This is an optimization exercise on Yosys and OpenROAD, whose aim is small area, a short achievable clock period and few clock cycles per item, not a production implementation.
The RTL was checked by simulation tests, not by an equivalence proof against the original design.

Design LWC, start of the top module:
module LWC ( 
   do_data, pdi_ready, sdi_ready, do_valid, do_last,
   pdi_data, sdi_data, pdi_valid, sdi_valid, do_ready, clk, rst
   ) ;
   output [31:0] do_data;
   output        pdi_ready, sdi_ready;
   output        do_valid, do_last;
   input [31:0]  pdi_data, sdi_data;
   input         pdi_valid, sdi_valid, do_ready;
   input         clk, rst;
   localparam R = 2;
   localparam IDLE = 0,  KLD = 1,  KHD = 2,  KW  = 3,
              ADH  = 4,  ADS = 5,  ADT = 6,  NH  = 7,
              NW   = 8,  NWT = 9,  MH  = 10, MS  = 11,
              TH   = 12, TW  = 13, ST  = 14, VH  = 15,
              VW   = 16, VS  = 17;
   localparam NS = 18;
   localparam C_AD = 2'd0, C_N = 2'd1, C_M = 2'd2;
   reg [127:0] S, K, T3, NB, T2;
   reg [63:0]  Z;
   reg [NS-1:0] st;
   reg [1:0]   g;              
   reg [1:0]   wc;             
   reg [11:0]  hi;             
   reg [3:0]   lo;             
   reg         full, blast;    
   reg         dec, fail, sclr;
   reg         tpart;
   reg         busy, par;
   reg [5:0]   rc;
   reg [1:0]   ctype;
   reg [1:0]   twc;            
   reg         tth, ttw, tst, tvs;    
   wire [127:0] ks2a, ks3a, ks2, ks3, rout1, rout;
   wire [5:0]   rc2 = {rc[4:0], rc[5] ^ rc[4] ^ 1'b1};
   wire [63:0]  rk  = ((R == 1 && par) ? 64'h0 : Z) ^ T2[127:64] ^ T3[127:64];
   wire         last_rnd;
   SkinnyRound RND1 (.X(S), .RK(rk), .RC(rc), .Y(rout1));
clock: 5.5 ns
lec_check: 0
abc_area: 1
cap_margin: 20
core_margin: 2
core_utilization: 55
setup_slack_margin: 1.0
slew_margin: 20
run.sh (not shown) runs the stock make flow with config.mk's settings and CLKGATE_MAP_FILE= SYNTH_SCRIPT=/design/flow/synth_recipe.tcl, a recipe that flattens the netlist after the stock synthesis.
The starting point passed the timing, design-rule and antenna checks.
Testbench counts at the start, summed over its fixed seeds: cycles 33,956, bytes 18,726.
Next try:
ABC_AREA = unset   (was 1)
CORE_UTILIZATION = 40   (was 55)
Effect: Synthesized cell count came out lower by 16%. Sequential share of layout area fell by 1.0 points. Final cell count fell by 7.8%. Setup slack improves by 0.078 ns. Global-route usage went down by 17 points. Worst hold slack gets better by 0.018 ns.
Next try:
CORE_UTILIZATION = 55   (was 40)
=> The changed run ran to the end with no violations; synthesized cell count is unchanged; utilization grows by 17 points; cell count decreases by 5.2%; first-iteration DRC count came out higher by 20%.

========
LWC, a different RTL version from the one above (not shown whole).
Size in the first run: about 760 flip-flops, about 110 I/O pins.
export LEC_CHECK = 0
export ABC_AREA = 1
export CAP_MARGIN = 20
export CORE_MARGIN = 2
export CORE_UTILIZATION = 70
export SETUP_SLACK_MARGIN = 1.0
export SLEW_MARGIN = 20
create_clock -name core_clock -period 5.5 [get_ports {clk}]
The baseline aborted during global routing (GRT-0116).
Testbench counts at the start, summed over its fixed seeds: cycles 34,200, bytes 18,726.
Rerun with:
- CORE_UTILIZATION: 70 -> 55
=>
- With this change the flow completed with no timing, DRC or antenna violations
- synthesized cell count does not change
- area after synthesis stays the same
Rerun with:
- ABC_AREA: 1 -> not set
- SETUP_SLACK_MARGIN: 1.0 -> 1.8
Clock skew goes down by 0.036 ns.
Utilization climbs by 6.1 points.
Cell count fell by roughly a tenth.
Via count decreases by a little under a tenth.
First-iteration DRC count goes down by roughly a tenth.
Fmax rose by a few percent.
Register-to-register slack improves by 0.20 ns.
Rerun with:
- ABC_AREA: not set -> 1
The new run completed without violations.
Die area goes up by about 1.1%.
Area after synthesis goes up by about 1.1%.
Core utilization goes down by 2.7 points.
Count of clock-buffer cells in the layout goes up by 13.
Setup slack is better by 0.50 ns.

========
Setup of P:
Starting RTL as in the previous note.
clock: 5.5 ns
lec_check: 0
abc_area: 1
cap_margin: 20
core_margin: 2
core_utilization: 55
setup_slack_margin: 2.0
slew_margin: 20
Having completed the whole flow, P delivered a layout that passed the timing, design-rule and antenna checks.
Testbench counts of P, summed over its fixed seeds: cycles 34,200, bytes 18,726.
Inputs modified between P and Q:
Settings: an added CTS_BUF_LIST of sky130_fd_sc_hd__clkbuf_4 sky130_fd_sc_hd__clkbuf_8; a change of SETUP_SLACK_MARGIN from 2.0 to 1.0.
### Flow results
- Q and P ended up with nearly the same multi-input logic cell count.
- Count of buffers not belonging to the clock network in the layout down 178 in Q wrt P
- For Q and P, there was not a single run that failed to finish clean.
- The type of the worst setup path comes out reg2out in one run and in2out in the other, namely in Q and P respectively.
- Going from P to Q, via count of the first global-routing pass now sits lower; count of instances resized after the clock tree is built moved down.
- For the area of the multi-input gates, Q came in about 12% lower than P did.
- Looking at worst setup timing slack at the placement stage across Q and P, the one that comes out lower is Q.
- Q leaves less setup margin than P.
## Diff of input files: R against Q
Settings: removing CTS_BUF_LIST (formerly sky130_fd_sc_hd__clkbuf_4 sky130_fd_sc_hd__clkbuf_8); removing ABC_AREA (formerly 1).
--- outcome ---
Clock skew for R: 0.050 ns down relative to Q
In the flow results for R and Q, the wire length of the first global-routing pass is larger on Q.
Q did not stop at any stage, and its layout met the timing, design-rule and antenna checks.
R ended with every stage complete and zero timing, DRC or antenna violations.
Largest net degree at the start of global routing: R and Q compared, lower one is R
Z[37]$_DFFE_PP_ as the start point of the critical path was reported by R, and lo[3]$_SDFFE_PP0P_ by Q.
Delta (R minus Q): maximum net fanout on the critical path has decreased; total detailed-routing wirelength has decreased.
The following lists how S was set up differently from R:
Settings: an added ABC_AREA of 1; a change of SETUP_SLACK_MARGIN from 1.0 to 1.25.
- S | stages: all done | timing, DRC, antenna: all pass
- In the metrics for R and S, the one carrying the lower data-path buffer share of cell area in the final layout is S.
- Looking at critical path arrival, S sits 1.85 ns lower than R does.
- R and S ended up with nearly the same design area.
- On vertical die dimension, the higher figure sits with S, not R.
- In the floorplan summary, S is listed with a die area greater than that of R.

## what the ideal ports hide
The flow's constraints put no driver on any port. The routed layouts listed below were extracted and timed again, unchanged, in two steps.
Step 1, drivers: a clkbuf_16 drives clk and a buf_2 each remaining input, both assumed.
Step 2, shift: input delay + t, output delay - t, t = (earliest + latest rising clock arrival at the registers) / 2. This alone moves slack from input paths to output paths.
Slacks: no drivers / after step 1 / after step 2; pairs: no drivers / after step 1.
run | t, ns | slack for setup (ns) | worst hold slack (ns) | worst register clock-pin slew, ns | pins driven straight from the clock port
the first run of note 1 | 0.731 | 0.916 / 0.916 / 0.658 | 0.322 / 0.322 / 0.322 | 0.07 / 0.07 | 1
the second run of note 1 | 0.730 | 0.993 / 0.993 / 0.864 | 0.340 / 0.340 / 0.340 | 0.07 / 0.07 | 1
the third run of note 1 | 0.714 | 1.061 / 1.061 / 1.061 | 0.326 / 0.326 / 0.326 | 0.07 / 0.07 | 1
the second run of note 2 | 0.715 | 1.129 / 1.073 / 0.654 | 0.334 / 0.334 / 0.334 | 0.07 / 0.07 | 1
the third run of note 2 | 0.714 | 1.325 / 1.325 / 1.325 | 0.331 / 0.331 / 0.331 | 0.07 / 0.07 | 1
the fourth run of note 2 | 0.726 | 1.821 / 1.748 / 1.374 | 0.322 / 0.322 / 0.322 | 0.07 / 0.07 | 1
P | 0.728 | 1.831 / 1.766 / 1.604 | 0.323 / 0.323 / 0.323 | 0.07 / 0.07 | 1
Q | 0.851 | 1.038 / 0.971 / 0.635 | 0.277 / 0.277 / 0.277 | 0.07 / 0.07 | 1
R | 0.724 | 1.071 / 1.004 / 1.071 | 0.332 / 0.332 / 0.332 | 0.07 / 0.07 | 1
S | 0.720 | 1.327 / 1.256 / 0.917 | 0.340 / 0.340 / 0.340 | 0.07 / 0.07 | 1
After both steps setup and hold are still met in every run listed. For the second run of note 2, which loses most, drivers alone change the setup slack by -0.056 ns; drivers and shift together by -0.475 ns.
